Background: an optimization exercise with open tools, aiming at small area, a short achievable clock period and few clock cycles. Do not read the settings as production practice. Only simulation tests tie the RTL to the original design; equivalence was not proved.

`flow/flow/run.sh`:
```
#!/bin/bash
# The standard layout: floorplan with the default timing repair, then the rest
# with timing repair aiming for 20 ns of setup slack at the design's clock
# period (over-fixing, as SETUP_SLACK_MARGIN does) on the worst 20% of
# endpoints, and buf_2 cells as the port buffers.
set -euo pipefail
bash standard.sh "BUFFER_PORTS_ARGS=-buffer_cell sky130_fd_sc_hd__buf_2" floorplan > orfs_make_floorplan.log 2>&1
bash standard.sh SETUP_SLACK_MARGIN=20 TNS_END_PERCENT=20 "BUFFER_PORTS_ARGS=-buffer_cell sky130_fd_sc_hd__buf_2" finish > orfs_make.log 2>&1
```
`flow/standard.sh`:
```
#!/bin/bash
# synth_recipe.tcl (not shown) runs the flow's synth.tcl, then flattens the netlist and writes it again
# the make line also repeats each setting of config.mk as NAME=value (left out here)
make -C /OpenROAD-flow-scripts/flow DESIGN_CONFIG=/design/flow/config.mk WORK_HOME=/design/flow/orfs CLKGATE_MAP_FILE= SYNTH_SCRIPT=/design/flow/synth_recipe.tcl "${@:-finish}"
```
`flow/config.mk`:
```
export PLATFORM = sky130hd
export DESIGN_NAME = bas
export DESIGN_NICKNAME = bas
export VERILOG_FILES = /design/flow/design.v
export SDC_FILE = /design/flow/constraint.sdc
export NUM_CORES = 8
export LEC_CHECK = 0
export ABC_AREA = 1
export CAP_MARGIN = 20
export CORE_MARGIN = 2
export CORE_UTILIZATION = 45
export SLEW_MARGIN = 20
```
`flow/constraint.sdc`:
```
create_clock -name core_clock -period 27.0 [get_ports {clock}]
set_input_delay 5.4000 -clock core_clock [delete_from_list [all_inputs] [get_ports {clock}]]
set_output_delay 5.4000 -clock core_clock [all_outputs]
set_load 0.01 [all_outputs]
```
`flow/design.v`:
```
module lfsr(d, n);
input  [8:0] d;
output [8:0] n;
assign n = {d[7:0], d[1] ^ d[2] ^ d[3] ^ d[7]};
endmodule
module beetle_left_antenna(nd1, nd2, q1, q2, ra, rb);
input [17:0] nd1, nd2;    
input q1, q2;
output [32:0] ra, rb;
wire hs0, hk0;
assign {hk0, hs0} = {1'b0, (~nd1[0] & ~nd1[6])} + {1'b0, (~nd1[1] & ~nd1[5])};
wire hs1, hk1;
assign {hk1, hs1} = {1'b0, (~nd1[0] & ~nd1[4])} + {1'b0, (~nd1[1] & ~nd1[3])};
wire s0, k0;
assign {k0, s0} = {1'b0, (~nd1[0] & ~nd1[5])} + {1'b0, (~nd1[1] & ~nd1[4])} + {1'b0, (~nd1[3] & nd1[2])};
wire s1, k1;
assign {k1, s1} = {1'b0, (~nd1[2] & ~nd1[4])} + {1'b0, (~nd1[3] & ~nd1[2])} + {1'b0, hs0};
wire [8:0] Alo = {1'b0, k0, hk1, hs1, (~nd1[0] & ~nd1[3]), (~nd1[0] & ~nd1[2]), (~nd1[1] & nd1[0]), 1'b0, ~nd1[0]} + {1'b0, s1, s0, (~nd1[2] & ~nd1[1]), (~nd1[2] & nd1[1]), (~nd1[1] & ~nd1[0]), 1'b0, 1'b0, 1'b0};
wire hs2, hk2;
assign {hk2, hs2} = {1'b0, (~nd2[0] & ~nd2[6])} + {1'b0, (~nd2[1] & ~nd2[5])};
wire hs3, hk3;
assign {hk3, hs3} = {1'b0, (~nd2[0] & ~nd2[4])} + {1'b0, (~nd2[1] & ~nd2[3])};
wire s2, k2;
assign {k2, s2} = {1'b0, (~nd2[0] & ~nd2[5])} + {1'b0, (~nd2[1] & ~nd2[4])} + {1'b0, (~nd2[3] & nd2[2])};
wire s3, k3;
assign {k3, s3} = {1'b0, (~nd2[2] & ~nd2[4])} + {1'b0, (~nd2[3] & ~nd2[2])} + {1'b0, hs2};
wire [8:0] Blo = {1'b0, k2, hk3, hs3, (~nd2[0] & ~nd2[3]), (~nd2[0] & ~nd2[2]), (~nd2[1] & nd2[0]), 1'b0, ~nd2[0]} + {1'b0, s3, s2, (~nd2[2] & ~nd2[1]), (~nd2[2] & nd2[1]), (~nd2[1] & ~nd2[0]), 1'b0, 1'b0, 1'b0};
wire hs4, hk4;
assign {hk4, hs4} = {1'b0, (~nd1[0] & ~nd1[7])} + {1'b0, (~nd1[1] & ~nd1[6])};
wire hs5, hk5;
assign {hk5, hs5} = {1'b0, (~nd1[0] & ~nd1[12])} + {1'b0, (~nd1[1] & ~nd1[11])};
wire s4, k4;
assign {k4, s4} = {1'b0, (~nd1[0] & ~nd1[13])} + {1'b0, (~nd1[1] & ~nd1[12])} + {1'b0, (~nd1[2] & ~nd1[11])};
wire s5, k5;
assign {k5, s5} = {1'b0, (~nd1[0] & ~nd1[14])} + {1'b0, (~nd1[1] & ~nd1[13])} + {1'b0, (~nd1[2] & ~nd1[12])};
wire s6, k6;
assign {k6, s6} = {1'b0, (~nd1[3] & ~nd1[11])} + {1'b0, (~nd1[4] & ~nd1[10])} + {1'b0, (~nd1[5] & ~nd1[9])};
wire s7, k7;
assign {k7, s7} = {1'b0, (~nd1[0] & ~nd1[15])} + {1'b0, (~nd1[1] & ~nd1[14])} + {1'b0, (~nd1[2] & ~nd1[13])};
wire s8, k8;
assign {k8, s8} = {1'b0, (~nd1[3] & ~nd1[12])} + {1'b0, (~nd1[4] & ~nd1[11])} + {1'b0, (~nd1[5] & ~nd1[10])};
wire hs6, hk6;
assign {hk6, hs6} = {1'b0, (~nd1[6] & ~nd1[9])} + {1'b0, (~nd1[8] & nd1[7])};
wire s9, k9;
assign {k9, s9} = {1'b0, (~nd1[0] & ~nd1[16])} + {1'b0, (~nd1[1] & ~nd1[15])} + {1'b0, (~nd1[2] & ~nd1[14])};
wire s10, k10;
assign {k10, s10} = {1'b0, (~nd1[3] & ~nd1[13])} + {1'b0, (~nd1[4] & ~nd1[12])} + {1'b0, (~nd1[5] & ~nd1[11])};
wire s11, k11;
assign {k11, s11} = {1'b0, (~nd1[6] & ~nd1[10])} + {1'b0, (~nd1[7] & ~nd1[9])} + {1'b0, (~nd1[8] & ~nd1[7])};
wire s12, k12;
assign {k12, s12} = {1'b0, (~nd2[0] & ~nd2[16])} + {1'b0, (~nd2[1] & ~nd2[15])} + {1'b0, (~nd2[2] & ~nd2[14])};
wire s13, k13;
assign {k13, s13} = {1'b0, (~nd1[1] & ~nd1[16])} + {1'b0, (~nd1[2] & ~nd1[15])} + {1'b0, (~nd1[3] & ~nd1[14])};
wire s14, k14;
assign {k14, s14} = {1'b0, (~nd1[4] & ~nd1[13])} + {1'b0, (~nd1[5] & ~nd1[12])} + {1'b0, (~nd1[6] & ~nd1[11])};
wire s15, k15;
assign {k15, s15} = {1'b0, (~nd1[7] & ~nd1[10])} + {1'b0, (~nd1[9] & nd1[8])} + {1'b0, (nd1[17] | nd1[0])};
wire s16, k16;
assign {k16, s16} = {1'b0, (~nd2[1] & ~nd2[16])} + {1'b0, (~nd2[2] & ~nd2[15])} + {1'b0, (~nd2[3] & ~nd2[14])};
wire hs7, hk7;
assign {hk7, hs7} = {1'b0, (~nd2[4] & ~nd2[13])} + {1'b0, (~nd2[5] & ~nd2[12])};
wire s17, k17;
assign {k17, s17} = {1'b0, 1'b1} + {1'b0, (~nd1[2] & ~nd1[16])} + {1'b0, (~nd1[3] & ~nd1[15])};
wire s18, k18;
assign {k18, s18} = {1'b0, (~nd1[4] & ~nd1[14])} + {1'b0, (~nd1[5] & ~nd1[13])} + {1'b0, (~nd1[6] & ~nd1[12])};
wire s19, k19;
assign {k19, s19} = {1'b0, (~nd1[7] & ~nd1[11])} + {1'b0, (~nd1[8] & ~nd1[10])} + {1'b0, (~nd1[9] & ~nd1[8])};
wire s20, k20;
assign {k20, s20} = {1'b0, (nd1[17] | nd1[1])} + {1'b0, (~nd2[2] & ~nd2[16])} + {1'b0, (~nd2[3] & ~nd2[15])};
wire s21, k21;
assign {k21, s21} = {1'b0, (~nd2[4] & ~nd2[14])} + {1'b0, (~nd2[5] & ~nd2[13])} + {1'b0, (~nd2[6] & ~nd2[12])};
wire hs8, hk8;
assign {hk8, hs8} = {1'b0, (~nd2[7] & ~nd2[11])} + {1'b0, (~nd2[8] & ~nd2[10])};
wire s22, k22;
assign {k22, s22} = {1'b0, (~nd1[3] & ~nd1[16])} + {1'b0, (~nd1[4] & ~nd1[15])} + {1'b0, (~nd1[5] & ~nd1[14])};
wire s23, k23;
assign {k23, s23} = {1'b0, (~nd1[6] & ~nd1[13])} + {1'b0, (~nd1[7] & ~nd1[12])} + {1'b0, (~nd1[8] & ~nd1[11])};
wire s24, k24;
assign {k24, s24} = {1'b0, (~nd1[10] & nd1[9])} + {1'b0, (nd1[17] | nd1[2])} + {1'b0, (~nd2[3] & ~nd2[16])};
wire s25, k25;
assign {k25, s25} = {1'b0, (~nd2[4] & ~nd2[15])} + {1'b0, (~nd2[5] & ~nd2[14])} + {1'b0, (~nd2[6] & ~nd2[13])};
wire hs9, hk9;
assign {hk9, hs9} = {1'b0, (~nd2[7] & ~nd2[12])} + {1'b0, (~nd2[8] & ~nd2[11])};
wire s26, k26;
assign {k26, s26} = {1'b0, (~nd1[4] & ~nd1[16])} + {1'b0, (~nd1[5] & ~nd1[15])} + {1'b0, (~nd1[6] & ~nd1[14])};
wire s27, k27;
assign {k27, s27} = {1'b0, (~nd1[7] & ~nd1[13])} + {1'b0, (~nd1[8] & ~nd1[12])} + {1'b0, (~nd1[9] & ~nd1[11])};
wire s28, k28;
assign {k28, s28} = {1'b0, (~nd1[10] & ~nd1[9])} + {1'b0, (nd1[17] | nd1[3])} + {1'b0, (~nd2[4] & ~nd2[16])};
wire s29, k29;
assign {k29, s29} = {1'b0, (~nd2[5] & ~nd2[15])} + {1'b0, (~nd2[6] & ~nd2[14])} + {1'b0, (~nd2[7] & ~nd2[13])};
wire s30, k30;
assign {k30, s30} = {1'b0, (~nd1[5] & ~nd1[16])} + {1'b0, (~nd1[6] & ~nd1[15])} + {1'b0, (~nd1[7] & ~nd1[14])};
wire s31, k31;
assign {k31, s31} = {1'b0, (~nd1[8] & ~nd1[13])} + {1'b0, (~nd1[9] & ~nd1[12])} + {1'b0, (~nd1[11] & nd1[10])};
wire hs10, hk10;
assign {hk10, hs10} = {1'b0, (nd1[17] | nd1[4])} + {1'b0, (~nd2[5] & ~nd2[16])};
wire s32, k32;
assign {k32, s32} = {1'b0, (~nd1[6] & ~nd1[16])} + {1'b0, (~nd1[7] & ~nd1[15])} + {1'b0, (~nd1[8] & ~nd1[14])};
wire s33, k33;
assign {k33, s33} = {1'b0, (~nd1[9] & ~nd1[13])} + {1'b0, (~nd1[10] & ~nd1[12])} + {1'b0, (~nd1[11] & ~nd1[10])};
wire hs11, hk11;
assign {hk11, hs11} = {1'b0, (~nd1[7] & ~nd1[16])} + {1'b0, (~nd1[8] & ~nd1[15])};
wire s34, k34;
assign {k34, s34} = {1'b0, (~nd1[2] & ~nd1[5])} + {1'b0, (~nd1[4] & nd1[3])} + {1'b0, (~nd2[0] & ~nd2[7])};
wire s35, k35;
assign {k35, s35} = {1'b0, (~nd2[1] & ~nd2[6])} + {1'b0, (~nd2[2] & ~nd2[5])} + {1'b0, (~nd2[4] & nd2[3])};
wire s36, k36;
assign {k36, s36} = {1'b0, (~nd1[0] & ~nd1[8])} + {1'b0, (~nd1[1] & ~nd1[7])} + {1'b0, (~nd1[2] & ~nd1[6])};
wire s37, k37;
assign {k37, s37} = {1'b0, (~nd1[3] & ~nd1[5])} + {1'b0, (~nd1[4] & ~nd1[3])} + {1'b0, (~nd2[0] & ~nd2[8])};
wire s38, k38;
assign {k38, s38} = {1'b0, (~nd1[0] & ~nd1[9])} + {1'b0, (~nd1[1] & ~nd1[8])} + {1'b0, (~nd1[2] & ~nd1[7])};
wire hs12, hk12;
assign {hk12, hs12} = {1'b0, (~nd1[3] & ~nd1[6])} + {1'b0, (~nd1[5] & nd1[4])};
wire s39, k39;
assign {k39, s39} = {1'b0, (~nd1[0] & ~nd1[10])} + {1'b0, (~nd1[1] & ~nd1[9])} + {1'b0, (~nd1[2] & ~nd1[8])};
wire s40, k40;
assign {k40, s40} = {1'b0, (~nd1[3] & ~nd1[7])} + {1'b0, (~nd1[4] & ~nd1[6])} + {1'b0, (~nd1[5] & ~nd1[4])};
wire hs13, hk13;
assign {hk13, hs13} = {1'b0, (~nd2[0] & ~nd2[10])} + {1'b0, (~nd2[1] & ~nd2[9])};
wire s41, k41;
assign {k41, s41} = {1'b0, (~nd1[0] & ~nd1[11])} + {1'b0, (~nd1[1] & ~nd1[10])} + {1'b0, (~nd1[2] & ~nd1[9])};
wire s42, k42;
assign {k42, s42} = {1'b0, (~nd1[3] & ~nd1[8])} + {1'b0, (~nd1[4] & ~nd1[7])} + {1'b0, (~nd1[6] & nd1[5])};
wire s43, k43;
assign {k43, s43} = {1'b0, (~nd2[0] & ~nd2[11])} + {1'b0, (~nd2[1] & ~nd2[10])} + {1'b0, (~nd2[2] & ~nd2[9])};
wire s44, k44;
assign {k44, s44} = {1'b0, (~nd1[2] & ~nd1[10])} + {1'b0, (~nd1[3] & ~nd1[9])} + {1'b0, (~nd1[4] & ~nd1[8])};
wire s45, k45;
assign {k45, s45} = {1'b0, (~nd1[5] & ~nd1[7])} + {1'b0, (~nd1[6] & ~nd1[5])} + {1'b0, (~nd2[0] & ~nd2[12])};
wire s46, k46;
assign {k46, s46} = {1'b0, (~nd2[1] & ~nd2[11])} + {1'b0, (~nd2[2] & ~nd2[10])} + {1'b0, (~nd2[3] & ~nd2[9])};
wire hs14, hk14;
assign {hk14, hs14} = {1'b0, (~nd2[4] & ~nd2[8])} + {1'b0, (~nd2[5] & ~nd2[7])};
wire s47, k47;
assign {k47, s47} = {1'b0, (~nd1[3] & ~nd1[10])} + {1'b0, (~nd1[4] & ~nd1[9])} + {1'b0, (~nd1[5] & ~nd1[8])};
wire s48, k48;
assign {k48, s48} = {1'b0, (~nd1[7] & nd1[6])} + {1'b0, (~nd2[0] & ~nd2[13])} + {1'b0, (~nd2[1] & ~nd2[12])};
wire s49, k49;
assign {k49, s49} = {1'b0, (~nd2[2] & ~nd2[11])} + {1'b0, (~nd2[3] & ~nd2[10])} + {1'b0, (~nd2[4] & ~nd2[9])};
wire s50, k50;
assign {k50, s50} = {1'b0, (~nd2[5] & ~nd2[8])} + {1'b0, (~nd2[7] & nd2[6])} + {1'b0, hk5};
wire s51, k51;
assign {k51, s51} = {1'b0, (~nd1[6] & ~nd1[8])} + {1'b0, (~nd1[7] & ~nd1[6])} + {1'b0, (~nd2[0] & ~nd2[14])};
wire s52, k52;
assign {k52, s52} = {1'b0, (~nd2[1] & ~nd2[13])} + {1'b0, (~nd2[2] & ~nd2[12])} + {1'b0, (~nd2[3] & ~nd2[11])};
wire s53, k53;
assign {k53, s53} = {1'b0, (~nd2[4] & ~nd2[10])} + {1'b0, (~nd2[5] & ~nd2[9])} + {1'b0, (~nd2[6] & ~nd2[8])};
wire s54, k54;
assign {k54, s54} = {1'b0, (~nd2[7] & ~nd2[6])} + {1'b0, k4} + {1'b0, s5};
wire s55, k55;
assign {k55, s55} = {1'b0, (~nd2[0] & ~nd2[15])} + {1'b0, (~nd2[1] & ~nd2[14])} + {1'b0, (~nd2[2] & ~nd2[13])};
wire s56, k56;
assign {k56, s56} = {1'b0, (~nd2[3] & ~nd2[12])} + {1'b0, (~nd2[4] & ~nd2[11])} + {1'b0, (~nd2[5] & ~nd2[10])};
wire s57, k57;
assign {k57, s57} = {1'b0, (~nd2[6] & ~nd2[9])} + {1'b0, (~nd2[8] & nd2[7])} + {1'b0, k5};
wire s58, k58;
assign {k58, s58} = {1'b0, k6} + {1'b0, s7} + {1'b0, s8};
wire s59, k59;
assign {k59, s59} = {1'b0, (~nd2[3] & ~nd2[13])} + {1'b0, (~nd2[4] & ~nd2[12])} + {1'b0, (~nd2[5] & ~nd2[11])};
wire s60, k60;
assign {k60, s60} = {1'b0, (~nd2[6] & ~nd2[10])} + {1'b0, (~nd2[7] & ~nd2[9])} + {1'b0, (~nd2[8] & ~nd2[7])};
wire s61, k61;
assign {k61, s61} = {1'b0, k7} + {1'b0, k8} + {1'b0, hk6};
wire s62, k62;
assign {k62, s62} = {1'b0, s9} + {1'b0, s10} + {1'b0, s11};
wire s63, k63;
assign {k63, s63} = {1'b0, (~nd2[6] & ~nd2[11])} + {1'b0, (~nd2[7] & ~nd2[10])} + {1'b0, (~nd2[9] & nd2[8])};
wire s64, k64;
assign {k64, s64} = {1'b0, (nd2[17] | nd2[0])} + {1'b0, k9} + {1'b0, k10};
wire s65, k65;
assign {k65, s65} = {1'b0, k11} + {1'b0, k12} + {1'b0, s13};
wire s66, k66;
assign {k66, s66} = {1'b0, s14} + {1'b0, s15} + {1'b0, s16};
wire s67, k67;
assign {k67, s67} = {1'b0, (~nd2[9] & ~nd2[8])} + {1'b0, (nd2[17] | nd2[1])} + {1'b0, k13};
wire s68, k68;
assign {k68, s68} = {1'b0, k14} + {1'b0, k15} + {1'b0, k16};
wire s69, k69;
assign {k69, s69} = {1'b0, hk7} + {1'b0, s17} + {1'b0, s18};
wire s70, k70;
assign {k70, s70} = {1'b0, s19} + {1'b0, s20} + {1'b0, s21};
wire s71, k71;
assign {k71, s71} = {1'b0, (~nd2[10] & nd2[9])} + {1'b0, (nd2[17] | nd2[2])} + {1'b0, k17};
wire s72, k72;
assign {k72, s72} = {1'b0, k18} + {1'b0, k19} + {1'b0, k20};
wire s73, k73;
assign {k73, s73} = {1'b0, k21} + {1'b0, hk8} + {1'b0, s22};
wire s74, k74;
assign {k74, s74} = {1'b0, s23} + {1'b0, s24} + {1'b0, s25};
wire s75, k75;
assign {k75, s75} = {1'b0, (~nd2[8] & ~nd2[12])} + {1'b0, (~nd2[9] & ~nd2[11])} + {1'b0, (~nd2[10] & ~nd2[9])};
wire s76, k76;
assign {k76, s76} = {1'b0, (nd2[17] | nd2[3])} + {1'b0, k22} + {1'b0, k23};
wire s77, k77;
assign {k77, s77} = {1'b0, k24} + {1'b0, k25} + {1'b0, hk9};
wire s78, k78;
assign {k78, s78} = {1'b0, s26} + {1'b0, s27} + {1'b0, s28};
wire s79, k79;
assign {k79, s79} = {1'b0, (~nd2[6] & ~nd2[15])} + {1'b0, (~nd2[7] & ~nd2[14])} + {1'b0, (~nd2[8] & ~nd2[13])};
wire s80, k80;
assign {k80, s80} = {1'b0, (~nd2[9] & ~nd2[12])} + {1'b0, (~nd2[11] & nd2[10])} + {1'b0, (nd2[17] | nd2[4])};
wire s81, k81;
assign {k81, s81} = {1'b0, k26} + {1'b0, k27} + {1'b0, k28};
wire s82, k82;
assign {k82, s82} = {1'b0, k29} + {1'b0, s30} + {1'b0, s31};
wire s83, k83;
assign {k83, s83} = {1'b0, (nd1[17] | nd1[5])} + {1'b0, (~nd2[6] & ~nd2[16])} + {1'b0, (~nd2[7] & ~nd2[15])};
wire s84, k84;
assign {k84, s84} = {1'b0, (~nd2[8] & ~nd2[14])} + {1'b0, (~nd2[9] & ~nd2[13])} + {1'b0, (~nd2[10] & ~nd2[12])};
wire s85, k85;
assign {k85, s85} = {1'b0, (~nd2[11] & ~nd2[10])} + {1'b0, (nd2[17] | nd2[5])} + {1'b0, k30};
wire s86, k86;
assign {k86, s86} = {1'b0, k31} + {1'b0, hk10} + {1'b0, s32};
wire s87, k87;
assign {k87, s87} = {1'b0, (~nd1[9] & ~nd1[14])} + {1'b0, (~nd1[10] & ~nd1[13])} + {1'b0, (~nd1[12] & nd1[11])};
wire s88, k88;
assign {k88, s88} = {1'b0, (nd1[17] | nd1[6])} + {1'b0, (~nd2[7] & ~nd2[16])} + {1'b0, (~nd2[8] & ~nd2[15])};
wire s89, k89;
assign {k89, s89} = {1'b0, (~nd2[9] & ~nd2[14])} + {1'b0, (~nd2[10] & ~nd2[13])} + {1'b0, (~nd2[12] & nd2[11])};
wire s90, k90;
assign {k90, s90} = {1'b0, (nd2[17] | nd2[6])} + {1'b0, k32} + {1'b0, k33};
wire s91, k91;
assign {k91, s91} = {1'b0, (~nd1[8] & ~nd1[16])} + {1'b0, (~nd1[9] & ~nd1[15])} + {1'b0, (~nd1[10] & ~nd1[14])};
wire s92, k92;
assign {k92, s92} = {1'b0, (~nd1[11] & ~nd1[13])} + {1'b0, (~nd1[12] & ~nd1[11])} + {1'b0, (nd1[17] | nd1[7])};
wire s93, k93;
assign {k93, s93} = {1'b0, (~nd2[8] & ~nd2[16])} + {1'b0, (~nd2[9] & ~nd2[15])} + {1'b0, (~nd2[10] & ~nd2[14])};
wire s94, k94;
assign {k94, s94} = {1'b0, (~nd2[11] & ~nd2[13])} + {1'b0, (~nd2[12] & ~nd2[11])} + {1'b0, (nd2[17] | nd2[7])};
wire s95, k95;
assign {k95, s95} = {1'b0, (~nd1[9] & ~nd1[16])} + {1'b0, (~nd1[10] & ~nd1[15])} + {1'b0, (~nd1[11] & ~nd1[14])};
wire s96, k96;
assign {k96, s96} = {1'b0, (~nd1[13] & nd1[12])} + {1'b0, (nd1[17] | nd1[8])} + {1'b0, (~nd2[9] & ~nd2[16])};
wire hs15, hk15;
assign {hk15, hs15} = {1'b0, (~nd2[10] & ~nd2[15])} + {1'b0, (~nd2[11] & ~nd2[14])};
wire s97, k97;
assign {k97, s97} = {1'b0, (~nd1[10] & ~nd1[16])} + {1'b0, (~nd1[11] & ~nd1[15])} + {1'b0, (~nd1[12] & ~nd1[14])};
wire s98, k98;
assign {k98, s98} = {1'b0, (~nd1[13] & ~nd1[12])} + {1'b0, (nd1[17] | nd1[9])} + {1'b0, (~nd2[10] & ~nd2[16])};
wire hs16, hk16;
assign {hk16, hs16} = {1'b0, (~nd1[11] & ~nd1[16])} + {1'b0, (~nd1[12] & ~nd1[15])};
wire s99, k99;
assign {k99, s99} = {1'b0, hk0} + {1'b0, hk2} + {1'b0, s34};
wire hs17, hk17;
assign {hk17, hs17} = {1'b0, s35} + {1'b0, hs4};
wire s100, k100;
assign {k100, s100} = {1'b0, (~nd2[1] & ~nd2[7])} + {1'b0, (~nd2[2] & ~nd2[6])} + {1'b0, (~nd2[3] & ~nd2[5])};
wire s101, k101;
assign {k101, s101} = {1'b0, (~nd2[4] & ~nd2[3])} + {1'b0, k34} + {1'b0, k35};
wire hs18, hk18;
assign {hk18, hs18} = {1'b0, hk4} + {1'b0, s36};
wire s102, k102;
assign {k102, s102} = {1'b0, (~nd2[0] & ~nd2[9])} + {1'b0, (~nd2[1] & ~nd2[8])} + {1'b0, (~nd2[2] & ~nd2[7])};
wire s103, k103;
assign {k103, s103} = {1'b0, (~nd2[3] & ~nd2[6])} + {1'b0, (~nd2[5] & nd2[4])} + {1'b0, k36};
wire s104, k104;
assign {k104, s104} = {1'b0, k37} + {1'b0, s38} + {1'b0, hs12};
wire s105, k105;
assign {k105, s105} = {1'b0, (~nd2[2] & ~nd2[8])} + {1'b0, (~nd2[3] & ~nd2[7])} + {1'b0, (~nd2[4] & ~nd2[6])};
wire s106, k106;
assign {k106, s106} = {1'b0, (~nd2[5] & ~nd2[4])} + {1'b0, k38} + {1'b0, hk12};
wire s107, k107;
assign {k107, s107} = {1'b0, s39} + {1'b0, s40} + {1'b0, hs13};
wire s108, k108;
assign {k108, s108} = {1'b0, (~nd2[3] & ~nd2[8])} + {1'b0, (~nd2[4] & ~nd2[7])} + {1'b0, (~nd2[6] & nd2[5])};
wire s109, k109;
assign {k109, s109} = {1'b0, k39} + {1'b0, k40} + {1'b0, hk13};
wire s110, k110;
assign {k110, s110} = {1'b0, s41} + {1'b0, s42} + {1'b0, s43};
wire s111, k111;
assign {k111, s111} = {1'b0, (~nd2[6] & ~nd2[5])} + {1'b0, k41} + {1'b0, k42};
wire s112, k112;
assign {k112, s112} = {1'b0, k43} + {1'b0, s44} + {1'b0, s45};
wire s113, k113;
assign {k113, s113} = {1'b0, s46} + {1'b0, hs14} + {1'b0, hs5};
wire s114, k114;
assign {k114, s114} = {1'b0, k44} + {1'b0, k45} + {1'b0, k46};
wire s115, k115;
assign {k115, s115} = {1'b0, hk14} + {1'b0, s47} + {1'b0, s48};
wire s116, k116;
assign {k116, s116} = {1'b0, s49} + {1'b0, s4} + {1'b0, s50};
wire s117, k117;
assign {k117, s117} = {1'b0, k47} + {1'b0, k48} + {1'b0, k49};
wire s118, k118;
assign {k118, s118} = {1'b0, s51} + {1'b0, s52} + {1'b0, s53};
wire s119, k119;
assign {k119, s119} = {1'b0, s6} + {1'b0, k50} + {1'b0, s54};
wire s120, k120;
assign {k120, s120} = {1'b0, k51} + {1'b0, k52} + {1'b0, k53};
wire s121, k121;
assign {k121, s121} = {1'b0, s55} + {1'b0, s56} + {1'b0, hs6};
wire s122, k122;
assign {k122, s122} = {1'b0, k54} + {1'b0, s57} + {1'b0, s58};
wire s123, k123;
assign {k123, s123} = {1'b0, k55} + {1'b0, k56} + {1'b0, s59};
wire s124, k124;
assign {k124, s124} = {1'b0, s60} + {1'b0, s12} + {1'b0, k57};
wire s125, k125;
assign {k125, s125} = {1'b0, k58} + {1'b0, s61} + {1'b0, s62};
wire s126, k126;
assign {k126, s126} = {1'b0, k59} + {1'b0, k60} + {1'b0, s63};
wire s127, k127;
assign {k127, s127} = {1'b0, hs7} + {1'b0, k61} + {1'b0, k62};
wire s128, k128;
assign {k128, s128} = {1'b0, s64} + {1'b0, s65} + {1'b0, s66};
wire s129, k129;
assign {k129, s129} = {1'b0, k63} + {1'b0, hs8} + {1'b0, k64};
wire s130, k130;
assign {k130, s130} = {1'b0, k65} + {1'b0, k66} + {1'b0, s67};
wire s131, k131;
assign {k131, s131} = {1'b0, s68} + {1'b0, s69} + {1'b0, s70};
wire s132, k132;
assign {k132, s132} = {1'b0, hs9} + {1'b0, k67} + {1'b0, k68};
wire s133, k133;
assign {k133, s133} = {1'b0, k69} + {1'b0, k70} + {1'b0, s71};
wire s134, k134;
assign {k134, s134} = {1'b0, s72} + {1'b0, s73} + {1'b0, s74};
wire s135, k135;
assign {k135, s135} = {1'b0, s75} + {1'b0, s29} + {1'b0, k71};
wire s136, k136;
assign {k136, s136} = {1'b0, k72} + {1'b0, k73} + {1'b0, k74};
wire s137, k137;
assign {k137, s137} = {1'b0, s76} + {1'b0, s77} + {1'b0, s78};
wire s138, k138;
assign {k138, s138} = {1'b0, k75} + {1'b0, s79} + {1'b0, s80};
wire s139, k139;
assign {k139, s139} = {1'b0, hs10} + {1'b0, k76} + {1'b0, k77};
wire s140, k140;
assign {k140, s140} = {1'b0, k78} + {1'b0, s81} + {1'b0, s82};
wire s141, k141;
assign {k141, s141} = {1'b0, k79} + {1'b0, k80} + {1'b0, s83};
wire s142, k142;
assign {k142, s142} = {1'b0, s84} + {1'b0, s33} + {1'b0, k81};
wire s143, k143;
assign {k143, s143} = {1'b0, k82} + {1'b0, s85} + {1'b0, s86};
wire s144, k144;
assign {k144, s144} = {1'b0, k83} + {1'b0, k84} + {1'b0, s87};
wire s145, k145;
assign {k145, s145} = {1'b0, s88} + {1'b0, s89} + {1'b0, hs11};
wire s146, k146;
assign {k146, s146} = {1'b0, k85} + {1'b0, k86} + {1'b0, s90};
wire s147, k147;
assign {k147, s147} = {1'b0, k87} + {1'b0, k88} + {1'b0, k89};
wire s148, k148;
assign {k148, s148} = {1'b0, hk11} + {1'b0, s91} + {1'b0, s92};
wire s149, k149;
assign {k149, s149} = {1'b0, s93} + {1'b0, s94} + {1'b0, k90};
wire s150, k150;
assign {k150, s150} = {1'b0, (~nd2[13] & nd2[12])} + {1'b0, (nd2[17] | nd2[8])} + {1'b0, k91};
wire s151, k151;
assign {k151, s151} = {1'b0, k92} + {1'b0, k93} + {1'b0, k94};
wire s152, k152;
assign {k152, s152} = {1'b0, s95} + {1'b0, s96} + {1'b0, hs15};
wire s153, k153;
assign {k153, s153} = {1'b0, (~nd2[11] & ~nd2[15])} + {1'b0, (~nd2[12] & ~nd2[14])} + {1'b0, (~nd2[13] & ~nd2[12])};
wire s154, k154;
assign {k154, s154} = {1'b0, (nd2[17] | nd2[9])} + {1'b0, k95} + {1'b0, k96};
wire s155, k155;
assign {k155, s155} = {1'b0, hk15} + {1'b0, s97} + {1'b0, s98};
wire s156, k156;
assign {k156, s156} = {1'b0, (~nd1[14] & nd1[13])} + {1'b0, (nd1[17] | nd1[10])} + {1'b0, (~nd2[11] & ~nd2[16])};
wire s157, k157;
assign {k157, s157} = {1'b0, (~nd2[12] & ~nd2[15])} + {1'b0, (~nd2[14] & nd2[13])} + {1'b0, (nd2[17] | nd2[10])};
wire s158, k158;
assign {k158, s158} = {1'b0, k97} + {1'b0, k98} + {1'b0, hs16};
wire s159, k159;
assign {k159, s159} = {1'b0, (~nd1[12] & ~nd1[16])} + {1'b0, (~nd1[13] & ~nd1[15])} + {1'b0, (~nd1[14] & ~nd1[13])};
wire s160, k160;
assign {k160, s160} = {1'b0, (nd1[17] | nd1[11])} + {1'b0, (~nd2[12] & ~nd2[16])} + {1'b0, (~nd2[13] & ~nd2[15])};
wire s161, k161;
assign {k161, s161} = {1'b0, (~nd2[14] & ~nd2[13])} + {1'b0, (nd2[17] | nd2[11])} + {1'b0, hk16};
wire s162, k162;
assign {k162, s162} = {1'b0, (~nd1[13] & ~nd1[16])} + {1'b0, (~nd1[15] & nd1[14])} + {1'b0, (nd1[17] | nd1[12])};
wire hs19, hk19;
assign {hk19, hs19} = {1'b0, (~nd2[13] & ~nd2[16])} + {1'b0, (~nd2[15] & nd2[14])};
wire s163, k163;
assign {k163, s163} = {1'b0, (~nd1[14] & ~nd1[16])} + {1'b0, (~nd1[15] & ~nd1[14])} + {1'b0, (nd1[17] | nd1[13])};
wire s164, k164;
assign {k164, s164} = {1'b0, k1} + {1'b0, k3} + {1'b0, s99};
wire s165, k165;
assign {k165, s165} = {1'b0, s100} + {1'b0, s37} + {1'b0, k99};
wire hs20, hk20;
assign {hk20, hs20} = {1'b0, hk17} + {1'b0, s101};
wire s166, k166;
assign {k166, s166} = {1'b0, k100} + {1'b0, s102} + {1'b0, k101};
wire s167, k167;
assign {k167, s167} = {1'b0, hk18} + {1'b0, s103} + {1'b0, s104};
wire s168, k168;
assign {k168, s168} = {1'b0, k102} + {1'b0, s105} + {1'b0, k103};
wire s169, k169;
assign {k169, s169} = {1'b0, k104} + {1'b0, s106} + {1'b0, s107};
wire s170, k170;
assign {k170, s170} = {1'b0, k105} + {1'b0, s108} + {1'b0, k106};
wire s171, k171;
assign {k171, s171} = {1'b0, k107} + {1'b0, s109} + {1'b0, s110};
wire s172, k172;
assign {k172, s172} = {1'b0, k108} + {1'b0, k109} + {1'b0, k110};
wire s173, k173;
assign {k173, s173} = {1'b0, s111} + {1'b0, s112} + {1'b0, s113};
wire s174, k174;
assign {k174, s174} = {1'b0, k111} + {1'b0, k112} + {1'b0, k113};
wire s175, k175;
assign {k175, s175} = {1'b0, s114} + {1'b0, s115} + {1'b0, s116};
wire s176, k176;
assign {k176, s176} = {1'b0, k114} + {1'b0, k115} + {1'b0, s117};
wire s177, k177;
assign {k177, s177} = {1'b0, s118} + {1'b0, k116} + {1'b0, s119};
wire s178, k178;
assign {k178, s178} = {1'b0, k117} + {1'b0, k118} + {1'b0, s120};
wire s179, k179;
assign {k179, s179} = {1'b0, s121} + {1'b0, k119} + {1'b0, s122};
wire s180, k180;
assign {k180, s180} = {1'b0, k120} + {1'b0, k121} + {1'b0, s123};
wire s181, k181;
assign {k181, s181} = {1'b0, s124} + {1'b0, k122} + {1'b0, s125};
wire s182, k182;
assign {k182, s182} = {1'b0, k123} + {1'b0, s126} + {1'b0, k124};
wire s183, k183;
assign {k183, s183} = {1'b0, s127} + {1'b0, k125} + {1'b0, s128};
wire s184, k184;
assign {k184, s184} = {1'b0, k126} + {1'b0, k127} + {1'b0, s129};
wire s185, k185;
assign {k185, s185} = {1'b0, s130} + {1'b0, k128} + {1'b0, s131};
wire s186, k186;
assign {k186, s186} = {1'b0, k129} + {1'b0, k130} + {1'b0, s132};
wire s187, k187;
assign {k187, s187} = {1'b0, s133} + {1'b0, k131} + {1'b0, s134};
wire s188, k188;
assign {k188, s188} = {1'b0, k132} + {1'b0, k133} + {1'b0, s135};
wire s189, k189;
assign {k189, s189} = {1'b0, s136} + {1'b0, k134} + {1'b0, s137};
wire s190, k190;
assign {k190, s190} = {1'b0, s138} + {1'b0, k135} + {1'b0, k136};
wire s191, k191;
assign {k191, s191} = {1'b0, s139} + {1'b0, k137} + {1'b0, s140};
wire s192, k192;
assign {k192, s192} = {1'b0, k138} + {1'b0, s141} + {1'b0, k139};
wire s193, k193;
assign {k193, s193} = {1'b0, s142} + {1'b0, k140} + {1'b0, s143};
wire s194, k194;
assign {k194, s194} = {1'b0, k141} + {1'b0, s144} + {1'b0, s145};
wire s195, k195;
assign {k195, s195} = {1'b0, k142} + {1'b0, s146} + {1'b0, k143};
wire s196, k196;
assign {k196, s196} = {1'b0, k144} + {1'b0, k145} + {1'b0, s147};
wire s197, k197;
assign {k197, s197} = {1'b0, s148} + {1'b0, k146} + {1'b0, s149};
wire s198, k198;
assign {k198, s198} = {1'b0, k147} + {1'b0, k148} + {1'b0, s150};
wire s199, k199;
assign {k199, s199} = {1'b0, s151} + {1'b0, s152} + {1'b0, k149};
wire s200, k200;
assign {k200, s200} = {1'b0, s153} + {1'b0, k150} + {1'b0, k151};
wire s201, k201;
assign {k201, s201} = {1'b0, k152} + {1'b0, s154} + {1'b0, s155};
wire s202, k202;
assign {k202, s202} = {1'b0, k153} + {1'b0, s156} + {1'b0, s157};
wire s203, k203;
assign {k203, s203} = {1'b0, k154} + {1'b0, k155} + {1'b0, s158};
wire s204, k204;
assign {k204, s204} = {1'b0, k156} + {1'b0, k157} + {1'b0, s159};
wire s205, k205;
assign {k205, s205} = {1'b0, s160} + {1'b0, k158} + {1'b0, s161};
wire s206, k206;
assign {k206, s206} = {1'b0, (nd2[17] | nd2[12])} + {1'b0, k159} + {1'b0, k160};
wire s207, k207;
assign {k207, s207} = {1'b0, s162} + {1'b0, hs19} + {1'b0, k161};
wire s208, k208;
assign {k208, s208} = {1'b0, (~nd2[14] & ~nd2[16])} + {1'b0, (~nd2[15] & ~nd2[14])} + {1'b0, (nd2[17] | nd2[13])};
wire s209, k209;
assign {k209, s209} = {1'b0, k162} + {1'b0, hk19} + {1'b0, s163};
wire s210, k210;
assign {k210, s210} = {1'b0, (~nd1[16] & nd1[15])} + {1'b0, (nd1[17] | nd1[14])} + {1'b0, (~nd2[16] & nd2[15])};
wire hs21, hk21;
assign {hk21, hs21} = {1'b0, (nd2[17] | nd2[14])} + {1'b0, k163};
wire s211, k211;
assign {k211, s211} = {1'b0, (~nd1[16] & ~nd1[15])} + {1'b0, (nd1[17] | nd1[15])} + {1'b0, (~nd2[16] & ~nd2[15])};
wire s212, k212;
assign {k212, s212} = {1'b0, (nd2[17] | nd2[15])} + {1'b0, (q1 & ~nd1[0])} + {1'b0, (q2 & ~nd2[0])};
wire s213, k213;
assign {k213, s213} = {1'b0, ~nd1[17]} + {1'b0, ~nd2[17]} + {1'b0, (nd1[17] | nd1[16])};
wire s214, k214;
assign {k214, s214} = {1'b0, (nd2[17] | nd2[16])} + {1'b0, (q1 & ~nd1[1])} + {1'b0, (q2 & ~nd2[1])};
wire hs22, hk22;
assign {hk22, hs22} = {1'b0, hs17} + {1'b0, s164};
wire s215, k215;
assign {k215, s215} = {1'b0, hs18} + {1'b0, s165} + {1'b0, hs20};
wire s216, k216;
assign {k216, s216} = {1'b0, k165} + {1'b0, hk20} + {1'b0, s166};
wire s217, k217;
assign {k217, s217} = {1'b0, k166} + {1'b0, s168} + {1'b0, k167};
wire s218, k218;
assign {k218, s218} = {1'b0, k168} + {1'b0, s170} + {1'b0, k169};
wire s219, k219;
assign {k219, s219} = {1'b0, k170} + {1'b0, s172} + {1'b0, k171};
wire s220, k220;
assign {k220, s220} = {1'b0, k172} + {1'b0, s174} + {1'b0, k173};
wire s221, k221;
assign {k221, s221} = {1'b0, k174} + {1'b0, s176} + {1'b0, k175};
wire s222, k222;
assign {k222, s222} = {1'b0, k176} + {1'b0, s178} + {1'b0, k177};
wire s223, k223;
assign {k223, s223} = {1'b0, k178} + {1'b0, s180} + {1'b0, k179};
wire s224, k224;
assign {k224, s224} = {1'b0, k180} + {1'b0, s182} + {1'b0, k181};
wire s225, k225;
assign {k225, s225} = {1'b0, k182} + {1'b0, s184} + {1'b0, k183};
wire s226, k226;
assign {k226, s226} = {1'b0, k184} + {1'b0, s186} + {1'b0, k185};
wire s227, k227;
assign {k227, s227} = {1'b0, k186} + {1'b0, s188} + {1'b0, k187};
wire s228, k228;
assign {k228, s228} = {1'b0, k188} + {1'b0, s190} + {1'b0, k189};
wire s229, k229;
assign {k229, s229} = {1'b0, k190} + {1'b0, s192} + {1'b0, k191};
wire s230, k230;
assign {k230, s230} = {1'b0, s194} + {1'b0, k192} + {1'b0, k193};
wire s231, k231;
assign {k231, s231} = {1'b0, s196} + {1'b0, k194} + {1'b0, k195};
wire s232, k232;
assign {k232, s232} = {1'b0, k196} + {1'b0, s198} + {1'b0, s199};
wire s233, k233;
assign {k233, s233} = {1'b0, k198} + {1'b0, s200} + {1'b0, s201};
wire s234, k234;
assign {k234, s234} = {1'b0, s202} + {1'b0, k200} + {1'b0, k201};
wire s235, k235;
assign {k235, s235} = {1'b0, k202} + {1'b0, s204} + {1'b0, s205};
wire s236, k236;
assign {k236, s236} = {1'b0, k204} + {1'b0, s206} + {1'b0, k205};
wire s237, k237;
assign {k237, s237} = {1'b0, s208} + {1'b0, k206} + {1'b0, s209};
wire s238, k238;
assign {k238, s238} = {1'b0, k208} + {1'b0, s210} + {1'b0, k209};
wire s239, k239;
assign {k239, s239} = {1'b0, k210} + {1'b0, s211} + {1'b0, s212};
wire s240, k240;
assign {k240, s240} = {1'b0, k211} + {1'b0, s213} + {1'b0, k212};
wire s241, k241;
assign {k241, s241} = {1'b0, (q1 & ~nd1[2])} + {1'b0, (q2 & ~nd2[2])} + {1'b0, k213};
wire hs23, hk23;
assign {hk23, hs23} = {1'b0, 1'b1} + {1'b0, (q1 & ~nd1[3])};
wire hs24, hk24;
assign {hk24, hs24} = {1'b0, 1'b1} + {1'b0, (q1 & ~nd1[4])};
wire hs25, hk25;
assign {hk25, hs25} = {1'b0, 1'b1} + {1'b0, (q1 & ~nd1[5])};
wire hs26, hk26;
assign {hk26, hs26} = {1'b0, 1'b1} + {1'b0, (q1 & ~nd1[6])};
wire hs27, hk27;
assign {hk27, hs27} = {1'b0, Alo[8]} + {1'b0, Blo[8]};
wire s242, k242;
assign {k242, s242} = {1'b0, k164} + {1'b0, hk22} + {1'b0, s215};
wire s243, k243;
assign {k243, s243} = {1'b0, s167} + {1'b0, k215} + {1'b0, s216};
wire s244, k244;
assign {k244, s244} = {1'b0, s169} + {1'b0, k216} + {1'b0, s217};
wire s245, k245;
assign {k245, s245} = {1'b0, s171} + {1'b0, k217} + {1'b0, s218};
wire s246, k246;
assign {k246, s246} = {1'b0, s173} + {1'b0, k218} + {1'b0, s219};
wire s247, k247;
assign {k247, s247} = {1'b0, k219} + {1'b0, s175} + {1'b0, s220};
wire s248, k248;
assign {k248, s248} = {1'b0, k220} + {1'b0, s177} + {1'b0, s221};
wire s249, k249;
assign {k249, s249} = {1'b0, s179} + {1'b0, k221} + {1'b0, s222};
wire s250, k250;
assign {k250, s250} = {1'b0, s181} + {1'b0, k222} + {1'b0, s223};
wire s251, k251;
assign {k251, s251} = {1'b0, s183} + {1'b0, k223} + {1'b0, s224};
wire s252, k252;
assign {k252, s252} = {1'b0, s185} + {1'b0, k224} + {1'b0, s225};
wire s253, k253;
assign {k253, s253} = {1'b0, s187} + {1'b0, k225} + {1'b0, s226};
wire s254, k254;
assign {k254, s254} = {1'b0, s189} + {1'b0, k226} + {1'b0, s227};
wire s255, k255;
assign {k255, s255} = {1'b0, s191} + {1'b0, k227} + {1'b0, s228};
wire s256, k256;
assign {k256, s256} = {1'b0, s193} + {1'b0, k228} + {1'b0, s229};
wire s257, k257;
assign {k257, s257} = {1'b0, s195} + {1'b0, k229} + {1'b0, s230};
wire s258, k258;
assign {k258, s258} = {1'b0, s197} + {1'b0, k230} + {1'b0, s231};
wire s259, k259;
assign {k259, s259} = {1'b0, k197} + {1'b0, k231} + {1'b0, s232};
wire s260, k260;
assign {k260, s260} = {1'b0, k199} + {1'b0, s233} + {1'b0, k232};
wire s261, k261;
assign {k261, s261} = {1'b0, s203} + {1'b0, k233} + {1'b0, s234};
wire s262, k262;
assign {k262, s262} = {1'b0, k203} + {1'b0, k234} + {1'b0, s235};
wire s263, k263;
assign {k263, s263} = {1'b0, s207} + {1'b0, s236} + {1'b0, k235};
wire s264, k264;
assign {k264, s264} = {1'b0, k207} + {1'b0, s237} + {1'b0, k236};
wire s265, k265;
assign {k265, s265} = {1'b0, hs21} + {1'b0, s238} + {1'b0, k237};
wire s266, k266;
assign {k266, s266} = {1'b0, hk21} + {1'b0, s239} + {1'b0, k238};
wire s267, k267;
assign {k267, s267} = {1'b0, s214} + {1'b0, k239} + {1'b0, s240};
wire s268, k268;
assign {k268, s268} = {1'b0, k214} + {1'b0, s241} + {1'b0, k240};
wire s269, k269;
assign {k269, s269} = {1'b0, (q2 & ~nd2[3])} + {1'b0, hs23} + {1'b0, k241};
wire s270, k270;
assign {k270, s270} = {1'b0, (q2 & ~nd2[4])} + {1'b0, hk23} + {1'b0, hs24};
wire s271, k271;
assign {k271, s271} = {1'b0, (q2 & ~nd2[5])} + {1'b0, hk24} + {1'b0, hs25};
wire s272, k272;
assign {k272, s272} = {1'b0, (q2 & ~nd2[6])} + {1'b0, hk25} + {1'b0, hs26};
wire hs28, hk28;
assign {hk28, hs28} = {1'b0, 1'b1} + {1'b0, hk26};
assign ra = {k272, k271, k270, k269, k268, k267, k266, k265, k264, k263, k262, k261, k260, k259, k258, k257, k256, k255, k254, k253, k252, k251, k250, k249, k248, k247, k246, k245, k244, k243, k242, hk27, hs27};
assign rb = {hs28, s272, s271, s270, s269, s268, s267, s266, s265, s264, s263, s262, s261, s260, s259, s258, s257, s256, s255, s254, s253, s252, s251, s250, s249, s248, s247, s246, s245, s244, s243, s242, hs22};
endmodule
module beetle_compare(al, bl, ar, br, gt);
input [32:0] al, bl, ar, br;
output gt;
wire [31:0] a = {~al[31], al[30:0]};
wire [31:0] b = bl[31:0];
wire [31:0] c = ~{~ar[31], ar[30:0]};
wire [31:0] e = ~br[31:0];
wire [32:0] tl = {1'b0, a} + {1'b0, b};
wire [32:0] tr = {1'b0, ~c} + {1'b0, br[31:0]};
wire [31:0] x1 = a ^ b;
wire [31:0] x2 = c ^ e;
wire [31:0] x = x1 ^ x2;
wire [31:0] co;
wire [31:0] ci = {co[30:0], 1'b1};
genvar i;
generate for (i = 0; i < 32; i = i + 1) begin : cmp4
  assign co[i] = x1[i] ? c[i] : a[i];
end endgenerate
wire [31:0] xs = x ^ ci;
wire [31:0] xk = {x[30:0] & ci[30:0] | ~x[30:0] & e[30:0], 1'b0};
wire k31 = x[31] ? ci[31] : e[31];
wire [32:0] ts = {1'b0, xs} + {1'b0, xk};
assign gt = ~(ts[32] ^ k31 ^ co[31] ^ tl[32] ^ tr[32]);
endmodule
module beetle_right_antenna(dir, sense, s3, step);
input  [8:0]  dir;
input  [12:0] sense;
input  [14:0] s3;
output [13:0] step;
wire [15:0] s1 = {3'b000, sense};
wire [15:0] s2 = {2'b00, sense, 1'b0};
wire [15:0] t3 = {1'b0, s3};
wire [15:0] s4 = {1'b0, sense, 2'b00};
wire [3:0] g0 = {dir[2:0], 1'b0};
wire [3:0] g1 = dir[5:2];
wire [3:0] g2 = dir[8:5];
wire [15:0] r0, r1, r2;
wire n0, n1, n2;
beetle_booth_row b0(g0, s1, s2, t3, s4, r0, n0);
beetle_booth_row b1(g1, s1, s2, t3, s4, r1, n1);
beetle_booth_row b2(g2, s1, s2, t3, s4, r2, n2);
wire [21:0] p = {{6{n0}}, r0} + {{3{n1}}, r1, 3'd0} + {r2, 6'd0}
              + {15'd0, n2, 2'b00, n1, 2'b00, n0};
assign step = p[21:8];
endmodule
module beetle_booth_row(g, s1, s2, s3, s4, r, n);
input  [3:0]  g;
input  [15:0] s1, s2, s3, s4;
output [15:0] r;
output n;
wire [2:0] a = g[3] ? ~g[2:0] : g[2:0];
wire m1 = ~a[2] & (a[1] ^ a[0]);
wire m2 = ~a[2] & a[1] & a[0] | a[2] & ~a[1] & ~a[0];
wire m3 = a[2] & (a[1] ^ a[0]);
wire m4 = a[2] & a[1] & a[0];
wire [15:0] mag = {16{m1}} & s1 | {16{m2}} & s2 | {16{m3}} & s3 | {16{m4}} & s4;
assign r = g[3] ? ~mag : mag;
assign n = g[3];
endmodule
module beetle_position(mx, my, nx, ny, d1, d2, q1, q2);
parameter NB = 0;
input  [15:0] mx, my;
input  signed [13:0] nx, ny;
output [17:0] d1, d2;
output q1, q2;
wire [15:0] fx = {{2{nx[13]}}, nx};
wire [15:0] fy = {{2{ny[13]}}, ny};
wire [15:0] ax = NB ? mx - fx : mx + fx;
wire [15:0] ay = NB ? my - fy : my + fy;
assign d1 = 18'd1791 - {2'b00, ax} - {ay[15], ay, 1'b0};
assign d2 = 18'd1279 - {ax[15], ax, 1'b0} - {2'b00, ay};
assign q1 = ay[15];
assign q2 = ax[15];
endmodule
module bas(clock,reset,load, seed_x,seed_y,iterations,x,y,x_extreme,y_extreme,out_value,done );
    input clock,reset,load;
    input [8:0] seed_x,seed_y;
    input [8:0] iterations;
    input [15:0] x,y;
    output signed [15:0] x_extreme,y_extreme;
    output signed [39:0] out_value;
    output reg done;
    reg [15:0] x_curr, y_curr;           
    reg signed [13:0] step_x, step_y;    
    reg signed [13:0] step_nx, step_ny;  
    reg [17:0] dl1, dl2, dr1, dr2;       
    reg ql1, ql2, qr1, qr2;              
    reg [32:0] value_curr;               
    reg [8:0] dir_x, dir_y;              
    reg [12:0] sense;                    
    reg [9:0] remain;
    reg run;
    reg first;                           
    reg [15:0] x_best, y_best;
    reg [32:0] value_best;
    reg value_init;                      
    wire [32:0] al, bl, ar, br;
    beetle_left_antenna ol(dl1, dl2, ql1, ql2, al, bl);
    beetle_left_antenna or_(dr1, dr2, qr1, qr2, ar, br);
    wire go_right;
    beetle_compare cmp(al, bl, ar, br, go_right);
    wire [32:0] odour_l = al + bl;
    wire [32:0] odour_r = ar + br;
    wire [15:0] x_l = x_curr + {{2{step_x[13]}}, step_x};
    wire [15:0] y_l = y_curr + {{2{step_y[13]}}, step_y};
    wire [15:0] x_r = x_curr - {{2{step_x[13]}}, step_x};
    wire [15:0] y_r = y_curr - {{2{step_y[13]}}, step_y};
    wire [17:0] ell1, ell2, elr1, elr2, erl1, erl2, err1, err2;
    wire qll1, qll2, qlr1, qlr2, qrl1, qrl2, qrr1, qrr2;
    beetle_position #(0) pll(x_l, y_l, step_nx, step_ny, ell1, ell2, qll1, qll2);
    beetle_position #(1) plr(x_l, y_l, step_nx, step_ny, elr1, elr2, qlr1, qlr2);
    beetle_position #(0) prl(x_r, y_r, step_nx, step_ny, erl1, erl2, qrl1, qrl2);
    beetle_position #(1) prr(x_r, y_r, step_nx, step_ny, err1, err2, qrr1, qrr2);
    wire signed [13:0] mul_x, mul_y;
    wire [14:0] sense3 = {2'b00, sense} + {1'b0, sense, 1'b0};
    wire [8:0] dir_x_n, dir_y_n;
    lfsr lx(dir_x, dir_x_n);
    lfsr ly(dir_y, dir_y_n);
    beetle_right_antenna mulx(dir_x, sense, sense3, mul_x);
    beetle_right_antenna muly(dir_y, sense, sense3, mul_y);
    assign x_extreme = x_best;
    assign y_extreme = y_best;
    assign out_value = {4'b0, {3{value_init}}, value_best};
    always @(posedge clock) begin
        if (reset) begin
            x_curr <= x;
            y_curr <= y;
            dl1 <= 18'd0;
            dl2 <= 18'd0;
            dr1 <= 18'd0;
            dr2 <= 18'd0;
            ql1 <= 1'b0;
            ql2 <= 1'b0;
            qr1 <= 1'b0;
            qr2 <= 1'b0;
            step_x <= 14'd0;
            step_y <= 14'd0;
            step_nx <= 14'd0;
            step_ny <= 14'd0;
            dir_x <= 9'd0;
            dir_y <= 9'd0;
        end else begin
            if (go_right) begin
                x_curr <= x_r;
                y_curr <= y_r;
                dl1 <= erl1;
                dl2 <= erl2;
                dr1 <= err1;
                dr2 <= err2;
                ql1 <= qrl1;
                ql2 <= qrl2;
                qr1 <= qrr1;
                qr2 <= qrr2;
            end else begin
                x_curr <= x_l;
                y_curr <= y_l;
                dl1 <= ell1;
                dl2 <= ell2;
                dr1 <= elr1;
                dr2 <= elr2;
                ql1 <= qll1;
                ql2 <= qll2;
                qr1 <= qlr1;
                qr2 <= qlr2;
            end
            step_x <= step_nx;
            step_y <= step_ny;
            step_nx <= mul_x;
            step_ny <= mul_y;
            if (load) begin
                dir_x <= seed_x;
                dir_y <= seed_y;
            end else begin
                dir_x <= dir_x_n;
                dir_y <= dir_y_n;
            end
        end
        value_curr <= go_right ? odour_r : odour_l;
        if (reset | load)
            sense <= 13'd6400;
        else
            sense <= sense - {8'd0, sense[12:8]} - {12'd0, sense[7:0] != 8'd0};
        if (reset) begin
            run <= 1'b0;
            done <= 1'b0;
            first <= 1'b0;
            x_best <= 16'd0;
            y_best <= 16'd0;
            value_best <= {33{1'b1}};
            value_init <= 1'b1;
        end else if (load) begin
            remain <= {1'b0, iterations} + 10'd1;
            first <= 1'b1;
            run <= iterations != 9'd0;
            done <= iterations == 9'd0;
        end else if (run) begin
            remain <= remain - 10'd1;
            first <= 1'b0;
            if (remain == 10'd0) begin
                run <= 1'b0;
                done <= 1'b1;
            end
            if (!first && value_curr < value_best) begin
                x_best <= x_curr;
                y_best <= y_curr;
                value_best <= value_curr;
                value_init <= 1'b0;
            end
        end
    end
endmodule
```
==> reports/qor.yml, run 1 <==
status: "finished clean"
synth.distinct_cells: 67
synth-seq-cells: 307
port_buffers: 130
cp_max_fo: 2
fin_worst_skew_ns: 0.03914
remaining_drc_errors: 0
gp_congestion: 1.010
path_cells: "buf_2"
cts-root-buf: "clkbuf_16"
grt_antenna_before_repair: 1
fp-row-count: 129
syn_area_per_cell_um2: 7.191
postLayoutSetupSlackWorst_ns: 19.98
setup_tns_ns: 0
drv_cap: 0
worstRegToRegCells: 33
cp.arrival_ns: 1.62
end_kind: "primary output"
fin_util: 0.5184
wire_per_inst_um: 22.47
cp_slowest_stage_delay_ns: 0.71
start_kind: "flip-flop"
path_buf_inv: 1
min_period_ns: 7.022
cp_top_family: "flip-flops"
dp_hpwl_um: 169600
synth_edf_count: 10
grt_pass1_wl_um: 319000
hp-start: "value_init$_SDFFE_PP1P_"
drt_first_iter_violations: 4790
cts_sinks: 307
setup_viol: 0
grt_max_degree: 83
synth.area.top_cells: "fa_1, ha_1, dfxtp_1, inv_1, nand2_1"
max_freq_mhz: 142.4
synth_top_area_share: 0.2040
slew_headroom: 0.1653
grtUsageTotal: 0.3303
synth.largest_area_cell: "fa_1"
async_reset_ff_frac: 0
hold_end: "value_init$_SDFFE_PP1P_"
overflow: 0
hold_buffers: 0
synth_cells: 7766
crit_path_top_delay_cell: "dfxtp_1"
initial_utilization: 0.4523
seq_area_frac_synth: 0.1118
critPathKind: "flip-flop to primary output"
syn_area_mm2: 0.05585
die_area_mm2: 0.1269
r2r_slack_ns: 20.11
die_x_um: 356.3
fin_nets: 9298
clkTransAtPathRegs_ns: 0.06
clockBufferDepth: 3
numCtsBuffers: 39
rsz0062_at_grt: "true"
drive_gt1_frac: 0.1255
core_mm2: 0.1235
final-hold-violation-count: 0
die_y_um: 356.3
grt_pass1_vias: 52010
slew_viol_final: 0
dp_slack_ns: 17.62
finalWirelength_um: 216700
yosysWarnings: 1
final_antenna_net_count: 0
required_ns: 21.60
n_fill_cell: 12330
synth-main-ff-cell: "dfxtp_1"
worst_slew_pin_slew_ns: 1.248
period_share: 0.2601
clk_latency_ns: 0.66
io_pins: 135
dr.pass1.iters: 8
area_growth_pct: 14.62
cts_tree: "yes"
vias_per_cell: 5.521
min_path_cells: 2
rr_endpoint: "dl2[0]$_SDFF_PP0_"
h-tree-depth: 2
reg2reg_from: "dl1[8]$_SDFF_PP0_"
vias: 53240
min_path_type: "flip-flop to flip-flop"
## kinds of logic after synthesis
group,share of synthesized area
simple gates,0.1905
xor+xnor,0.08404
buf+inv,0.1117
mux,0.001478
compound gates,0.1417
fa+ha+maj,0.3588
flops,0.1118
other cells,0.00006715
## layer usage
layer | wire, µm | track usage | vias to the layer above | part of all wire
li1 | - | - | 25120 | -
met1 | 90140 | 0.4283 | 25450 | 0.42
met2 | 98550 | 0.5429 | 2216 | 0.45
met3 | 15910 | 0.04537 | 457 | 0.073
met4 | 12110 | 0.1575 | 0 | 0.056
met5 | 0 | 0 | - | 0
## worst max path at each step
| stage | slack [ns] | cells after the start | start | end |
|---|---|---|---|---|
| finish | 19.98 | 1 | value_best[22]$_SDFFE_PP1P_ | out_value[22] |
| global route | 19.90 | 28 | sense[6]$_SDFF_PP0_ | step_ny[13]$_SDFF_PP0_ |
| CTS | 19.75 | 27 | sense[2]$_SDFF_PP0_ | step_ny[13]$_SDFF_PP0_ |
| detailed placement | 17.62 | 31 | dr1[6]$_SDFF_PP0_ | value_curr[26]$_DFF_P_ |
| global placement | 17.63 | 31 | dr1[6]$_SDFF_PP0_ | value_curr[26]$_DFF_P_ |
| floorplan | 19.95 | 4 | load | remain[0]$_DFFE_PP_ |
## state kept, by name, indices dropped and copies added (netlist names), 9 cells and up
name / cells
dr1: 18
y_best: 16
value_best: 33
remain: 10
step_ny: 14
value_curr: 33
x_best: 16
dl2: 18
dl1: 18
dir_y: 9
step_x: 14
dir_x: 9
sense: 13
step_y: 14
dr2: 18
x_curr: 16
y_curr: 16
step_nx: 14
## final cells by class
| class | instances | area [µm²] | share of cell area |
|---|---|---|---|
| Sequential cell | 307 | 6474 | 0.1011 |
| Antenna cell | 1 | 2.502 | 0.00003909 |
| Inverter | 1315 | 5174 | 0.08082 |
| Timing Repair inverter | 3 | 41.29 | 0.0006450 |
| Timing Repair Buffer | 453 | 3830 | 0.05983 |
| Clock inverter | 24 | 336.6 | 0.005258 |
| Multi-Input combinational cell | 5857 | 45030 | 0.7035 |
| Clock buffer | 46 | 1074 | 0.01677 |
| Tap cell | 1637 | 2048 | 0.03200 |
## through the flow
stage | area (µm²) | hold WS (ns) | std cells
global placement | 57530 | 0.4567 | 9269
CTS | 61410 | 0.4763 | 9480
floorplan | 55860 | 0.4441 | 7769
finish | 64010 | 0.4750 | 9643
detailed placement | 57530 | 0.4620 | 9269
global route | 64010 | 0.4959 | 9642
## synth_stat cells (4+ instances only)
cell type,n
o21bai_1,59
o31ai_1,14
nand2_1,1249
o21ai_1,31
inv_2,17
nor3_1,69
o22ai_1,61
clkinv_1,14
edfxtp_1,10
a31o_2,6
dfxtp_1,297
and2_1,4
nand3b_1,8
xor2_1,414
buf_6,6
buf_2,33
or2_2,21
nand3_1,271
o2111ai_1,11
inv_1,1284
a21oi_2,4
clkbuf_1,219
ha_1,691
nand4_1,43
o21ai_0,407
nor2_1,952
a31oi_1,37
o21a_1,13
fa_1,569
o221ai_1,14
buf_1,14
nor4_1,18
mux2_2,6
a211oi_1,5
buf_4,21
a221o_1,12
o211ai_1,18
a21o_1,38
clkbuf_2,7
a21oi_1,596
a221oi_1,18
a21boi_0,23
xnor2_1,120
## timing repair
action                                 CTS  global route
pin swaps                               38           167
endpoints found under the hold margin    0             0
setup endpoints to repair              220           193
setup buffers                          125           150
cloned                                  16            12
resized for setup                      339           296
## placed cells by master (no fill, tap or decap), types with 13 or more instances in the layout
cell type,count
a21oi_2,17
inv_2,47
xnor2_1,107
nand2_2,28
a31oi_1,36
o211ai_1,18
o21a_1,13
dfxtp_4,59
nor2_1,929
or2_2,19
nand3_1,266
o21ai_0,386
ha_1,642
buf_4,254
clkinvlp_4,49
clkbuf_16,46
a21boi_0,22
o31ai_1,14
xor2_1,402
nor3_1,68
a21o_1,38
ha_4,47
inv_1,1200
a21oi_1,579
nor4_1,17
dfxtp_1,233
buf_12,27
buf_2,128
nand2_1,1217
fa_1,490
o22ai_1,61
buf_6,21
o221ai_1,14
nand4_1,43
fa_2,79
o21ai_1,41
o21ai_2,14
nor2_2,21
o21bai_1,58
a221oi_1,18
Testbench counts, summed over its fixed seeds: cycles 49,368.
==> run 2, diff against run 1 <==
==> flow/flow/run.sh (replaced) <==
#!/bin/bash
# The standard layout: floorplan with the default timing repair, then the rest
# with timing repair aiming for 20 ns of setup slack at the design's clock
# period (over-fixing, as SETUP_SLACK_MARGIN does) on the worst 10% of
# endpoints, and buf_2 cells as the port buffers.
set -euo pipefail
bash standard.sh "BUFFER_PORTS_ARGS=-buffer_cell sky130_fd_sc_hd__buf_2" floorplan > orfs_make_floorplan.log 2>&1
bash standard.sh SETUP_SLACK_MARGIN=20 TNS_END_PERCENT=10 "BUFFER_PORTS_ARGS=-buffer_cell sky130_fd_sc_hd__buf_2" finish > orfs_make.log 2>&1
--- a/flow/config.mk
+++ b/flow/config.mk
@@ -8,5 +8,5 @@
 export ABC_AREA = 1
 export CAP_MARGIN = 20
 export CORE_MARGIN = 2
-export CORE_UTILIZATION = 45
+export CORE_UTILIZATION = 50
 export SLEW_MARGIN = 20
==> run 2 against run 1 <==
Global-route usage rose by 2.9 points. Count of clock-buffer cells in the layout rose by 7. Via count fell by 0.21%. Die area fell by 9.9%. Worst hold slack improved by 0.0015 ns. Largest cell class unchanged. Highest routed layer is now met5.
==> reports/qor.yml, run 2 <==
required_ns: 27.47  # +5.87 ns
slew_headroom: 0.2557  # +0.09033
synth.largest_area_cell: "fa_1"
synth-main-ff-cell: "dfxtp_1"
min_period_ns: 6.961  # -0.06140 ns
cts_tree: "yes"
vias_per_cell: 5.617  # +1.7%
synth_top_area_share: 0.2040  # unchanged
finalWirelength_um: 211600  # -2.4%
remaining_drc_errors: 0  # unchanged
grtUsageTotal: 0.3593  # +0.02895
synth.area.top_cells: "fa_1, ha_1, dfxtp_1, inv_1, nand2_1"
n_fill_cell: 10820  # -12%
overflow: 0  # unchanged
rr_endpoint: "value_curr[17]$_DFF_P_"
h-tree-depth: 2  # unchanged
cp.arrival_ns: 7.43  # +5.81 ns
synth_edf_count: 10  # unchanged
hp-start: "y_best[9]$_SDFFE_PP0P_"
vias: 53130  # -0.21%
die_area_mm2: 0.1144  # -9.9%
syn_area_mm2: 0.05585  # unchanged
clkTransAtPathRegs_ns: 0.06  # about the same
gp_congestion: 0.9775  # -3.2%
rsz0062_at_grt: "true"
final_common_cell: "nand2_1"
fin_nets: 9260  # -0.41%
mostFrequentLayoutCells: "nand2_1, inv_1, nor2_1"
synth_cells: 7766  # unchanged
top_regs: "value_best (33), value_curr (33)"
cp_max_fo: 71  # +69
io_pins: 135  # unchanged
grt_antenna_before_repair: 4  # +3
clockBufferDepth: 3  # unchanged
seq_area_frac_synth: 0.1118  # unchanged
worstRegToRegCells: 27  # -18%
cts_sinks: 307  # unchanged
fin_worst_skew_ns: 0.04486  # +0.005724 ns
period_share: 0.2578  # -0.002274
area_growth_pct: 13.35
status: "finished clean"
postLayoutSetupSlackWorst_ns: 20.04  # +0.06140 ns
die_x_um: 338.2  # -5.1%
-- run 2: repair_timing --
| item | in CTS | in global routing |
|---|---|---|
| gates resized for setup | 356 | 274 |
| hold endpoints to repair | 0 | 0 |
| buffers inserted | 122 | 123 |
| hold buffers | 0 | 0 |
| pin swaps | 26 | 181 |
| cloned | 13 | 7 |
| endpoints found under the setup margin | 199 | 220 |
-- run 2: logic make-up after synthesis --
group           Yosys count  share of synthesized area
compound gates         1395                     0.1417
simple gates           2646                     0.1905
other cells               1                 0.00006715
fa+ha+maj              1260                     0.3588
mux                       7                   0.001478
xor+xnor                535                    0.08404
flops                   307                     0.1118
buf+inv                1615                     0.1117
-- run 2: final cells by class --
type                    instances  share of cell area
clock inverters                20            0.004447
repair inverters                1           0.0002569
repair buffers                422             0.05536
clock buffers                  53             0.01769
multi-input cells            5851              0.7091
flip-flops and latches        307              0.1022
well taps                    1488             0.02941
diodes                          1          0.00003953
inverters                    1315             0.08149
-- run 2: routing by layer --
metal | up-vias | wire length (µm) | track usage
met5 | - | 28 | 0
met2 | 2096 | 94850 | 0.5786
met3 | 474 | 15370 | 0.05385
li1 | 25030 | - | -
met1 | 25520 | 88890 | 0.4732
met4 | 4 | 12460 | 0.1702
-- run 2: worst max-delay path by stage --
stage / startpoint / end / slack [ns] / cells past startpoint
floorplan: load / remain[0]$_DFFE_PP_ / 19.95 / 4
global placement: dl2[15]$_SDFF_PP0_ / value_curr[26]$_DFF_P_ / 17.21 / 31
detailed placement: dl2[15]$_SDFF_PP0_ / value_curr[26]$_DFF_P_ / 17.12 / 31
CTS: reset / step_ny[4]$_SDFF_PP0_ / 19.74 / 5
global route: dr1[14]$_SDFF_PP0_ / y_curr[7]$_DFF_P_ / 19.91 / 31
finish: load / value_best[3]$_SDFFE_PP1P_ / 20.04 / 7
-- run 2: critical path, stage by stage --
cell and delay, ns:
clkbuf_4 0.33, nor2_1 0.13, nand2_1 0.37, clkinv_4 0.33, buf_6 0.31, a21oi_1 0.24
o21ai_0 0.09
-- run 2: stage by stage --
step / utilization / instances / instance area (µm²) / hold WS (ns)
floorplan: - / 7769 / 55860 / 0.4441
global placement: 0.5181 / 9119 / 57340 / 0.4542
detailed placement: 0.5181 / 9119 / 57340 / 0.4667
global route: 0.5720 / 9458 / 63310 / 0.5031
CTS: 0.5524 / 9327 / 61130 / 0.4821
finish: 0.5720 / 9458 / 63310 / 0.4765

-- re-timing with driven ports --
The results above use ideal ports. As a check the final layouts listed here were re-extracted and re-timed, cells and wires unchanged. Step 1 sets driving cells, clkbuf_16 on the clock port and buf_2 on the other inputs (assumed; they add their load-dependent delay and slew). Step 2 adds t to the input delays and takes it off the output delays; t is the mean of the earliest and latest rising clock arrival at the registers after step 1. Input paths then give back, and output paths get back, about the clock's delay inside the block. Three values: no drivers, after step 1, after step 2; two values: the first two.
run	t (ns)	setup WS [ns]	worst setup path after step 2
run 1	0.720	19.978 / 19.895 / 19.440	input to register
run 2	0.702	20.039 / 20.052 / 19.390	input to register
After both steps every run listed still meets setup and hold. For run 2, which loses most, drivers alone change the setup slack by +0.013 ns; drivers and shift together by -0.649 ns.
